This design comes from an exercise in tuning for small area, a short achievable clock period and few clock cycles per item on the open sky130 flow, not from production work. Function was checked by simulation only, so behaviour that the tests miss may differ from the original. In every run shown here, the design's own scripts or RTL, not TritonCTS, make the clock network. The clock input has no modelled driver; a real chip could not lean on it and would need a root buffer or a full tree. Power is estimated from default activity; no workload was simulated.

===== flow/design.v =====
module mdc (clk, rst_n, start, A, B, out, done);
input clk, rst_n, start;
input [7:0] A, B;
output [7:0] out;
output done;
reg       busy;
reg [6:0] ah, bh;    
reg [2:0] k;
function [2:0] ctz8;
    input [7:0] v;
    begin
        casez (v)
            8'b???????1: ctz8 = 3'd0;
            8'b??????10: ctz8 = 3'd1;
            8'b?????100: ctz8 = 3'd2;
            8'b????1000: ctz8 = 3'd3;
            8'b???10000: ctz8 = 3'd4;
            8'b??100000: ctz8 = 3'd5;
            8'b?1000000: ctz8 = 3'd6;
            default:     ctz8 = 3'd7;
        endcase
    end
endfunction
function [6:0] oddh8;
    input [7:0] v;
    begin
        casez (v)
            8'b???????1: oddh8 = v[7:1];
            8'b??????10: oddh8 = {1'b0, v[7:2]};
            8'b?????100: oddh8 = {2'b0, v[7:3]};
            8'b????1000: oddh8 = {3'b0, v[7:4]};
            8'b???10000: oddh8 = {4'b0, v[7:5]};
            8'b??100000: oddh8 = {5'b0, v[7:6]};
            8'b?1000000: oddh8 = {6'b0, v[7]};
            default:     oddh8 = 7'd0;
        endcase
    end
endfunction
wire [7:0] d  = {1'b0, ah} - {1'b0, bh};
wire       lt = d[7];
wire [6:0] m  = d[7:1] ^ {7{lt}};
reg  [6:0] vh;
always @* begin
    casez (ah ^ bh)
        7'b??????1: vh = m;
        7'b?????10: vh = {1'b0, m[6:1]};
        7'b????100: vh = {2'b0, m[6:2]};
        7'b???1000: vh = {3'b0, m[6:3]};
        7'b??10000: vh = {4'b0, m[6:4]};
        7'b?100000: vh = {5'b0, m[6:5]};
        default:    vh = {6'b0, m[6]};
    endcase
end
wire       fin = (ah == bh) | (ah == 7'd0);
assign done = busy & fin;
assign out  = {ah, 1'b1} << k;
always @(posedge clk or negedge rst_n) begin
    if (!rst_n)
        busy <= 1'b0;
    else
        busy <= start | (busy & ~fin);
end
always @(posedge clk) begin
    if (start) begin
        bh <= oddh8(B);
        ah <= (oddh8(B) == 7'd0) ? 7'd0 : oddh8(A);
        k  <= ctz8(A | B);
    end else begin
        bh <= lt ? ah : bh;
        ah <= vh;
    end
end
endmodule

===== flow/flow/run.sh =====
#!/bin/bash
# The standard layout (standard.sh) with two changes:
#  - the port buffers are plain buf_1 cells;
#  - synthesis maps the logic with the ABC script in flow/abc.script instead of
#    ORFS's speed script. Everything else in synthesis (synth_recipe.tcl) is kept.
# Each tool's output goes to the ORFS logs; make's own output goes to standard.log.
set -euo pipefail
W=$(pwd)
export BUFFER_PORTS_ARGS="-buffer_cell sky130_fd_sc_hd__buf_1"
export SETUP_MOVE_SEQUENCE=sizeup,swap
export SKIP_GATE_CLONING=1
export SKIP_LAST_GASP=1
export ONE_CLKBUF=sky130_fd_sc_hd__clkbuf_8
export PRE_CTS_TCL="$W/flow/pre_cts.tcl"
export MY_ABC_SCRIPT="$W/flow/abc.script"
{ sed -n 1p synth_recipe.tcl; cat flow/abc_override.tcl; sed -n '2,$p' synth_recipe.tcl; } > synth_own.tcl
sed "s#SYNTH_SCRIPT=[^ ]*#SYNTH_SCRIPT=$W/synth_own.tcl#" standard.sh > standard_own.sh
bash standard_own.sh > standard.log 2>&1

===== flow/flow/abc.script =====
strash
&get -n
&dch -f
&nf -R 1000
&put
strash
&get -n
&dch -f
&nf -R 1000
&put
strash
&get -n
&dch -f
&nf -R 1000
&put
mfs3 -a
topo
stime -c

===== flow/flow/abc_override.tcl =====
# Run ABC with the script in MY_ABC_SCRIPT in place of the one ORFS chose.
proc abc {args} {
  set i [lsearch -exact $args -script]
  if { $i >= 0 } {
    set args [lreplace $args [expr {$i + 1}] [expr {$i + 1}] $::env(MY_ABC_SCRIPT)]
  }
  yosys abc {*}$args
}

===== flow/flow/pre_cts.tcl =====
# A one-buffer clock tree. The design has a few dozen flip-flops, so one
# clock buffer, placed at their centre, drives all of their clock pins; the
# clock port drives only that buffer. Replaces clock_tree_synthesis, which
# builds a two-level H-tree here.
proc clock_tree_synthesis { args } {
  set block [ord::get_db_block]
  set port_net [[$block findBTerm clk] getNet]
  set master [[ord::get_db] findMaster $::env(ONE_CLKBUF)]
  set buf [odb::dbInst_create $block $master clkbuf_root]
  set net [odb::dbNet_create $block clknet_root]
  $port_net setSigType CLOCK
  $net setSigType CLOCK
  set n 0
  set sx 0
  set sy 0
  foreach it [$port_net getITerms] {
    set inst [$it getInst]
    set bb [$inst getBBox]
    set sx [expr {$sx + ([$bb xMin] + [$bb xMax]) / 2}]
    set sy [expr {$sy + ([$bb yMin] + [$bb yMax]) / 2}]
    incr n
    $it disconnect
    $it connect $net
  }
  [$buf findITerm A] connect $port_net
  [$buf findITerm X] connect $net
  $buf setLocation [expr {$sx / $n}] [expr {$sy / $n}]
  $buf setPlacementStatus PLACED
  puts "one-buffer clock tree: $::env(ONE_CLKBUF) drives $n clock pins"
  set_propagated_clock [all_clocks]
}

===== flow/standard.sh =====
#!/bin/bash
# synth_recipe.tcl (not shown) runs the flow's synth.tcl, then flattens the netlist and writes it again
# the make line also repeats each setting of config.mk as NAME=value (left out here)
make -C /OpenROAD-flow-scripts/flow DESIGN_CONFIG=/design/flow/config.mk WORK_HOME=/design/flow/orfs CLKGATE_MAP_FILE= SYNTH_SCRIPT=/design/flow/synth_recipe.tcl "${@:-finish}"

===== flow/config.mk =====
export PLATFORM = sky130hd
export DESIGN_NAME = mdc
export DESIGN_NICKNAME = mdc
export VERILOG_FILES = /design/flow/design.v
export SDC_FILE = /design/flow/constraint.sdc
export NUM_CORES = 4
export LEC_CHECK = 0
export CAP_MARGIN = 20
export CORE_MARGIN = 2
export CORE_UTILIZATION = 40
export CTS_BUF_LIST = sky130_fd_sc_hd__clkbuf_4
export SETUP_SLACK_MARGIN = 1.5
export SLEW_MARGIN = 20
export TNS_END_PERCENT = 0

===== flow/constraint.sdc =====
create_clock -name core_clock -period 4.0 [get_ports {clk}]
set_input_delay 0.8000 -clock core_clock [delete_from_list [all_inputs] [get_ports {clk}]]
set_output_delay 0.8000 -clock core_clock [all_outputs]
set_load 0.01 [all_outputs]

==> results.tsv, run 1 <==
stage	metric	value	unit
setup_path	critical path data required time	3200	ps
sta	Final setup viols	0	
layout	diodes inserted	0	
routing	vias per inst	6.03	
flow_run	max_cap viols	0	
sta	WHS	374	ps
place	Setup WS pre-CTS	1170	ps
floorplanning	Rows	23	
sta	Tcrit/Tclk final	62.7	%
yosys	register bit total from synthesis	18	
yosys	Synth Area per Inst	7.54	um^2
routing	DRC Markers	0	
layout	Area Overhead vs Synth	24.9	%
sta	Final Skew	2.09	ps
floorplanning	Die X	68.4	um
place	Inst Count DP	298	
routing	Routed WL	4720	um
worst_hold_path	Hold WC Path Type	input port to async pin	
global_route	global route overflow	0	
layout	final net count	278	
setup_path	CP Launch Type	register	
sta	final hold vios	0	
yosys	Seq/Total Area, Yosys	28.1	%
place	GP Congestion	0.866	
sta	Slew @ Worst Pin	553	ps
yosys	Syn. warnings	1	
setup_path	kind of critical path	register to primary output	
power_and_ir_drop	PD cells	978	nW/um^2
global_route	initial antenna violation count	0	
yosys	top cell type's share of synthesized area	18.1	%
routing	per-cell routed wire length	15.8	um
power_and_ir_drop	Peak VDD IR	384	uV
setup_path	Worst EP arrival	1710	ps
sta	normalized max-slew margin	62.8	%
sta	Min Clock Period, post-route	2510	ps
global_route	largest net degree at the start of global routing	27	
yosys	most common flop cell mapped by yosys	edfxtp_1	
power_and_ir_drop	Leak Pwr	0.741	nW
clock_tree	CTS Hold Bufs	0	
routing	DR WL met3	202	um
yosys	syn nets	247	
global_route	Total GRT Usage	20.5	%
global_route	first-pass GRT wire length	7530	um
layout	fillers	386	
floorplanning	I/O Pins	28	
clock_tree	Clock Latency Late Sink	160	ps
layout	multi-input logic area	1360	um^2
floorplanning	Initial Util	41.5	%
setup_path	endpoint class of the critical path	primary output	
sta	setup TNS	0	ps
yosys	dominant cell by count in the synthesized netlist	nand2_1	
clock_tree	Post-CTS Setup Bufs	0	
routing	antenna-violating nets left	0	
setup_path	Max FO, Critical Path	10	
routing	Vias	1802	
clock_tree	Worst-path clk slew	110	ps
yosys	cell area after synthesis	1660	um^2
yosys	Gate Count Post-Synth	220	
yosys	synth cell count leaders	30 x nand2_1, 19 x nor2_1, 17 x a21oi_1, 17 x o21ai_0, 16 x nor3_1	
sta	RSZ-0062 raised after global routing	true	
layout	register area	472	um^2
yosys	number of flops mapped to enable cells by yosys	10	
sta	Max Slew Vio Count	0	
run_status	run status	complete, no violations	
routing	Met2 Wirelength	2250	um
routing	1st-pass router iterations	6	
yosys	Netlist cell types	38	
sta	FMAX	399	MHz
place	Post-DP HPWL	3430	um
yosys	async set-or-reset flop fraction in the synthesized netlist	5.56	%
floorplanning	Die ar.	4680	um^2
place	Port Buffer Count	27	
routing	wl on met1	2220	um
layout	share of layout cells above drive strength 1	15.3	%
yosys	top post-synthesis cells by area	edfxtp_1 18%, dfxtp_1 8.4%, nand2_1 6.8%, ha_1 5.3%, a21oi_1 5.1%	
floorplanning	Die H	68.4	um
floorplanning	core area	4000	um^2
global_route	vias in the first global route	1603	
routing	Top Layer Used	met4	
yosys	largest area contributor in the netlist	edfxtp_1	
layout	Non-Filler Instances	299	
routing	DR iter-0 viols	94	
sta	Final WS setup	1490	ps
layout	Util after Layout	51.8	%
## registers in the layout, summed over array words and instances, names as in the netlist
register / count
busy: 1
ah: 7
bh: 7
k: 3
## layout by cell type, fill, tap and decap left out, drive strengths merged, types with 5 or more instances in the layout
cell type	synthesis	layout
a21oi	17	17
nor2	19	19
a222oi	5	5
xnor2	8	8
nor3	16	16
edfxtp	10	10
nor4	5	5
nand2	30	30
nor2b	7	7
clkinv	12	8
nand3	13	13
o21ai	17	17
dfxtp	7	7
buf	0	26
ha	7	7
## worst paths after layout
| kind | from | endpoint | slack [ps] | cells after the start |
|---|---|---|---|---|
| setup / recovery | bh[0] | done | 1490 | 7 |
| max in group asynchronous | rst_n | busy | 3530 | 1 |
| setup reg to reg | bh[1] | ah[0] | 1530 | 11 |
| min in group core_clock | busy | busy | 480 | 1 |
| hold / removal | rst_n | busy | 370 | 1 |
| hold reg to reg | busy | busy | 480 | 1 |
## metrics by stage
step                cell area, um^2  power, mW
global placement               1830       1.49
detailed placement             1830       1.48
finish                         2070       2.03
global route                   2070       2.17
floorplan                      1660       1.21
CTS                            1980       1.85
## cells by family after synthesis
logic type	Yosys count	synth area share [%]
adders and majority gates	8	6.49
buffers and inverters	12	2.71
AOI/OAI and AO/OA	70	28.0
xor gates and xnor gates	11	5.81
and+or+nand+nor	99	27.8
muxes	2	1.21
DFF	18	28.1
## critical path, cell delays in order (launching register included)
cell	delay (ps)
edfxtp_1	440
ha_4	360
nand4_1	160
nand2b_4	200
nor2_4	90
a21oi_2	50
nor2b_1	110
buf_2	140
## routing by layer
metal | track usage (%) | up-vias
li1 | - | 903
met1 | 28.2 | 838
met2 | 35.8 | 57
met3 | 1.32 | 4
met4 | 2.75 | 0
met5 | 0 | -
## cell type report
class / instances / share of cell area, %
Buffer: 1 / 0.664
Sequential cell: 18 / 22.8
Multi-Input combinational cell: 190 / 65.7
Timing Repair Buffer: 28 / 5.56
Tap cell: 50 / 3.02
Inverter: 12 / 2.29
## where the power goes
group,internal [mW],total [mW],switching (mW)
combinational,0.701,1.59,0.892
sequential,0.284,0.365,0.0819
clock,0.0233,0.0683,0.0449
## repair_timing
| item | in CTS | in global routing |
|---|---|---|
| hold endpoints to repair | 0 | 0 |
| endpoints found under the setup margin | 8 | 20 |
| gates resized for setup | 24 | 25 |
| pin swaps | 5 | 15 |
Testbench counts, summed over its fixed seeds: cycles 9,100, items 2,400.
==> run 2: changes to the inputs <==
--- a/flow/config.mk
+++ b/flow/config.mk
@@ -11,3 +11,3 @@
 export CTS_BUF_LIST = sky130_fd_sc_hd__clkbuf_4
-export SETUP_SLACK_MARGIN = 1.5
+export SETUP_SLACK_MARGIN = 1.25
 export SLEW_MARGIN = 20
==> results.tsv, run 2 <==
stage	metric	value	unit	change
yosys	cell area after synthesis	1660	um^2	unchanged
power_and_ir_drop	PD cells	949	nW/um^2	-3.1%
worst_hold_path	Hold WC Path Type	input port to async pin		
setup_path	kind of critical path	register to primary output		
routing	Vias	1762		-2.2%
power_and_ir_drop	Clk pwr share	3.8	%	+0.4 points
floorplanning	Initial Util	41.5	%	unchanged
global_route	largest net degree at the start of global routing	27		unchanged
routing	Routed WL	4490	um	-4.8%
routing	vias per inst	5.91		-1.9%
yosys	most common flop cell mapped by yosys	edfxtp_1		
sta	Final Skew	1.09	ps	-1.00 ps
sta	FMAX	379	MHz	-5.0%
layout	Area Overhead vs Synth	19.3	%	
sta	final hold vios	0		unchanged
place	Port Buffer Count	27		unchanged
yosys	async set-or-reset flop fraction in the synthesized netlist	5.56	%	unchanged
sta	Tcrit/Tclk final	66.0	%	+3.3 points
sta	normalized max-slew margin	37.3	%	-26 points
layout	final net count	277		-0.36%
yosys	Seq/Total Area, Yosys	28.1	%	unchanged
power_and_ir_drop	Comb pwr share	76.8	%	-1.8 points
yosys	Syn. warnings	1		unchanged
setup_path	Worst EP arrival	1840	ps	+130 ps
yosys	Gate Count Post-Synth	220		unchanged
layout	commonest non-fill, non-tap cell in the layout	nand2_1		
setup_path	endpoint class of the critical path	primary output		
yosys	syn nets	247		unchanged
yosys	number of flops mapped to enable cells by yosys	10		unchanged
sta	Final setup viols	0		unchanged
place	Post-DP HPWL	3300	um	-3.8%
yosys	synth cell count leaders	30 x nand2_1, 19 x nor2_1, 17 x a21oi_1, 17 x o21ai_0, 16 x nor3_1		
place	GP Congestion	0.852		-1.6%
layout	Final Cell Area	1980	um^2	-4.5%
sta	Slew @ Worst Pin	941	ps	+388 ps
global_route	global route overflow	0		unchanged
setup_path	reg-to-reg slack, setup	1360	ps	-170 ps
setup_path	r2r startpoint	ah[0]		
power_and_ir_drop	Leak Pwr	0.687	nW	-7.3%
floorplanning	Die H	68.4	um	unchanged
setup_path	CP Launch Type	register		
yosys	register bit total from synthesis	18		unchanged
layout	share of layout cells above drive strength 1	8.06	%	-7.2 points
yosys	Synth Area per Inst	7.54	um^2	unchanged
routing	DR iter-0 viols	74		-21%
routing	1st-pass router iterations	4		-2
floorplanning	core area	4000	um^2	unchanged
yosys	dominant cell by count in the synthesized netlist	nand2_1		
setup_path	critical path data required time	3200	ps	about the same
power_and_ir_drop	Flop pwr share	19.4	%	+1.4 points
routing	per-cell routed wire length	15.1	um	-4.5%
yosys	largest area contributor in the netlist	edfxtp_1		
sta	RSZ-0062 raised after global routing	true		
routing	DRC Markers	0		unchanged
sta	setup TNS	0	ps	unchanged
power_and_ir_drop	Peak VDD IR	353	uV	-8.1%
global_route	Total GRT Usage	19.3	%	-1.2 points
setup_path	Reg2Reg Depth	12		+1
power_and_ir_drop	switching pwr	0.947	mW	-7.1%
global_route	first-pass GRT wire length	7050	um	-6.3%
floorplanning	Die X	68.4	um	unchanged
setup_path	worst r2r dst	ah[0]		
yosys	top post-synthesis cells by area	edfxtp_1 18%, dfxtp_1 8.4%, nand2_1 6.8%, ha_1 5.3%, a21oi_1 5.1%		
layout	most frequent cells in the layout	30 x nand2_1, 26 x buf_1, 19 x nor2_1		
floorplanning	I/O Pins	28		unchanged
flow_run	max_cap viols	0		unchanged
yosys	Netlist cell types	38		unchanged
global_route	initial antenna violation count	0		unchanged
sta	Max Slew Vio Count	0		unchanged
run_status	run status	complete, no violations		
floorplanning	Rows	23		unchanged
setup_path	Max FO, Critical Path	10		unchanged
clock_tree	Worst-path clk slew	110	ps	about the same
clock_tree	Post-CTS Setup Bufs	0		unchanged
place	placed inst area	1820	um^2	-0.61%
clock_tree	Clock Latency Late Sink	170	ps	about the same
layout	Largest regs	ah x7, bh x7, k x3		
sta	Min Clock Period, post-route	2640	ps	+133 ps
clock_tree	CTS Hold Bufs	0		unchanged
layout	fillers	412		+6.7%
floorplanning	Die ar.	4680	um^2	unchanged
yosys	top cell type's share of synthesized area	18.1	%	unchanged
power_and_ir_drop	Internal Power	0.930	mW	-7.7%
layout	diodes inserted	0		unchanged
routing	antenna-violating nets left	0		unchanged
power_and_ir_drop	sw frac	50.5	%	+0.18 points
global_route	vias in the first global route	1510		-5.8%
-- run 2: logic make-up (layout without fill, tap and decap cells) --
family	Yosys count	in the layout	share of synthesized area [%]
AND/OR/NAND/NOR	99	99	27.8
AO/OA/AOI/OAI	70	70	28.0
flip-flops	18	18	28.1
buffers and inverters	12	40	2.71
XOR/XNOR	11	11	5.81
adder cells (fa/ha/maj)	8	8	6.49
multiplexers	2	2	1.21
-- run 2: per-stage QoR --
| stage | instances | total power, mW | worst slack (ps) | utilization (%) | hold slack, ps |
|---|---|---|---|---|---|
| final | 298 | 1.88 | 1360 | 49.5 | 367 |
| after global routing | 298 | 2.02 | 1190 | 49.5 | 357 |
| after CTS | 298 | 1.60 | 1250 | 46.7 | 366 |
| after detailed placement | 297 | 1.46 | 1010 | 45.6 | 460 |
| after global placement | 297 | 1.49 | 1050 | 45.6 | 452 |
| after floorplan | 220 | 1.20 | 1370 | - | 441 |
-- run 2: area by class of cell --
class	count	area [um^2]	share of cell area (%)
Buffer	1	13.8	0.695
Inverter	12	45.0	2.28
Multi-Input combinational cell	190	1280	64.9
Sequential cell	18	470	23.8
Tap cell	50	62.6	3.16
Timing Repair Buffer	27	103	5.18
-- run 2: critical path, cell delays in order, from the launching register on --
cell and delay [ps]:
dfxtp_4 400, clkinv_1 110, ha_4 340, nand4_1 170
nand2b_1 200, nor2_1 100, a21oi_1 60, nor2b_1 120
buf_1 160
-- run 2: worst max-delay path by stage --
stage,start,slack (ps),depth (start not counted),end
detailed placement,ah[2],1010,10,ah[0]
floorplan,bh[2],1370,11,ah[0]
finish,ah[0],1360,8,done
global placement,ah[2],1050,10,ah[0]
CTS,ah[0],1250,8,done
global route,ah[0],1190,12,ah[0]
-- run 2: power groups by stage --
stage	clock network, mW	logic, mW	registers [mW]
after floorplan	0	0.877	0.326
after global placement	0	1.13	0.356
after detailed placement	0	1.11	0.355
after CTS	0.0734	1.18	0.352
after global routing	0.0803	1.57	0.372
final	0.0713	1.44	0.364
-- run 2: timing repair --
item,in CTS,in global routing
pin swaps,1,6
gates resized for setup,7,20
setup endpoints to repair,6,8
-- run 2: per-layer routing --
layer,GRT usage (%),vias up,share of wire (%)
met2,32.1,65,48
met1,28.2,795,46
met5,0,-,0
li1,-,898,-
met3,0.987,4,5.6
met4,2.25,0,0.65

[re-timing with driven ports]
No port has a modelled driver above. Below, the same layouts with a new extraction and two added sets of constraints.
Step 1: set_driving_cell puts a clkbuf_16 on clk and a buf_2 on each other input, an assumption about the parent block.
Step 2 also shifts input and output timing later by t, the mid clock arrival at the registers, as if the neighbouring blocks saw the same clock.
Slacks: ideal ports / drivers / drivers and shift; pairs: ideal ports / drivers.
| run | t, ns | slack for setup (ns) | hold slack, ns |
|---|---|---|---|
| run 1 | 0.187 | 1.491 / 1.465 / 1.441 | 0.374 / 0.370 / 0.481 |
| run 2 | 0.189 | 1.358 / 1.334 / 1.358 | 0.367 / 0.371 / 0.479 |
After both steps every run listed still meets setup and hold. The setup slack of run 1, which loses most, moves by -0.026 ns with the drivers and by -0.050 ns with both steps.
